Source: an optimization exercise on an open RTL-to-GDS flow (aim: small area and a short achievable clock period). Production flows keep margins and buffers that such runs may drop.
No activity file was given, so power comes from the tool's default toggle rates.

Setup of trial 29:
==> module synch_fifo_16x8bit, before the edit <==
module synch_fifo_16x8bit
  #(parameter integer DATA_SIZE = 8, DEPTH = 16)
  ( input  [DATA_SIZE-1:0] data_in,
    input                  wr_en,
    input                  rd_en,
    input                  clk,
    input                  reset_n,
    output                 fifo_full,
    output                 fifo_empty,
    output [DATA_SIZE-1:0] data_out
  );
  reg [DATA_SIZE-1:0] q [1:DEPTH];    
  reg [DATA_SIZE-1:0] temp_data_out;
  reg [4:0] count;
  reg       full_r;
  reg       empty_r;
  wire wr_ok = wr_en & ~full_r;
  wire rd_ok = rd_en & ~empty_r;
  wire inc   = wr_ok & ~rd_ok;
  wire dec   = rd_ok & ~wr_ok;
  wire [DEPTH:0] at;
  genvar g;
  generate
    for (g = 0; g <= DEPTH; g = g + 1) begin : dec_count
      assign at[g] = (count == g);
    end
  endgenerate
  integer i;
  always @(posedge clk)
    for (i = 1; i <= DEPTH; i = i + 1)
      if (rd_ok)
        q[i] <= (i == DEPTH || at[i]) ? data_in : q[(i == DEPTH) ? DEPTH : i + 1];
      else if (at[i-1])
        q[i] <= data_in;
  always @(posedge clk or negedge reset_n)
    if (!reset_n) begin
      count         <= 5'd0;
      full_r        <= 1'b0;
      empty_r       <= 1'b1;
      temp_data_out <= {DATA_SIZE{1'b0}};
    end else begin
      if (rd_ok)
        temp_data_out <= q[1];
      if (inc) begin
        count   <= count + 5'd1;
        empty_r <= 1'b0;
        full_r  <= at[DEPTH-1];
      end else if (dec) begin
        count   <= count - 5'd1;
        full_r  <= 1'b0;
        empty_r <= at[1];
      end
    end
  assign data_out   = temp_data_out;
  assign fifo_full  = full_r;
  assign fifo_empty = empty_r;
endmodule
Settings: LEC_CHECK=0, CAP_MARGIN=20, CORE_MARGIN=2, CORE_UTILIZATION=40, SLEW_MARGIN=20; clock period 3.0 ns.
run.sh (not shown) runs the stock make flow with config.mk's settings and CLKGATE_MAP_FILE= SYNTH_SCRIPT=/design/flow/synth_recipe.tcl, a recipe that flattens the netlist after the stock synthesis.
Trial 29 went all the way through the flow, and no timing, DRC or antenna check failed.
Modified inputs, trial 67 compared to trial 29
==> flow/design.v <==
`timescale 1ns / 1ps
module synch_fifo_16x8bit
  #(parameter integer DATA_SIZE = 8, DEPTH = 16)
  ( input  [DATA_SIZE-1:0] data_in,
    input                  wr_en,
    input                  rd_en,
    input                  clk,
    input                  reset_n,
    output                 fifo_full,
    output                 fifo_empty,
    output [DATA_SIZE-1:0] data_out
  );
  reg [DATA_SIZE-1:0] FIFO [0:DEPTH-1];
  reg [DATA_SIZE-1:0] temp_data_out;
  reg [3:0] wr_ptr;
  reg [3:0] rd_ptr;
  reg       full_r;
  reg       empty_r;
  wire       wr_ok = wr_en & ~full_r;
  wire       rd_ok = rd_en & ~empty_r;
  wire [3:0] wr_ptr_inc = wr_ptr + 4'd1;
  wire [3:0] rd_ptr_inc = rd_ptr + 4'd1;
  always @(posedge clk)
    if (!full_r)
      FIFO[wr_ptr] <= data_in;
  always @(posedge clk or negedge reset_n)
    if (!reset_n) begin
      wr_ptr        <= 4'd0;
      rd_ptr        <= 4'd0;
      full_r        <= 1'b0;
      empty_r       <= 1'b1;
      temp_data_out <= {DATA_SIZE{1'b0}};
    end else begin
      if (wr_ok)
        wr_ptr <= wr_ptr_inc;
      if (rd_ok) begin
        rd_ptr        <= rd_ptr_inc;
        temp_data_out <= FIFO[rd_ptr];
      end
      if (wr_ok && !rd_ok) begin
        empty_r <= 1'b0;
        full_r  <= (wr_ptr_inc == rd_ptr);
      end else if (rd_ok && !wr_ok) begin
        full_r  <= 1'b0;
        empty_r <= (rd_ptr_inc == wr_ptr);
      end
    end
  assign data_out   = temp_data_out;
  assign fifo_full  = full_r;
  assign fifo_empty = empty_r;
endmodule
--- outcome ---
In the metrics for trial 67 and trial 29, the one carrying the lower final area is trial 29.
Comparing trial 67 and trial 29, the higher share of power burned in the clock network was measured on trial 29.
Global-route usage ends up lower on trial 67.
The higher row count of trial 67 and trial 29 is in trial 67.
Trial 67 vs trial 29: sequential cell fraction of total power down in trial 67
Trial 29 → trial 67: total number of tap cells climbed about 2.2%, maximum root-to-sink buffer count barely changed, sequential cell count climbed 3.
Function was not checked in any run of this note: the RTL went through the layout flow alone.

==> afterwards: timing with drivers on the ports <==
The results above use ideal ports. As a check the final layouts listed here were re-extracted and re-timed, cells and wires unchanged. Step 1, drivers: a clkbuf_16 drives clk and a buf_2 each remaining input, both assumed. Step 2 moves the port delays by t, midway between the first and last clock arrival at a register: inputs arrive t later, outputs are due t later. That takes back most of the time a late clock gives input paths. Three values: ideal ports, drivers, drivers and shift; two values: the first two.
run | t, ns | setup slack, ns | worst setup path at the end | slew at the worst register clock pin (ns)
trial 29 | 0.464 | 0.870 / 0.827 / 0.589 | input to register | 0.06 / 0.06
trial 67 | 0.459 | 0.880 / 0.838 / 0.563 | input to register | 0.06 / 0.06
After both steps every run listed still meets setup and hold. The setup slack of trial 67, which loses most, moves by -0.042 ns with the drivers and by -0.317 ns with both steps.
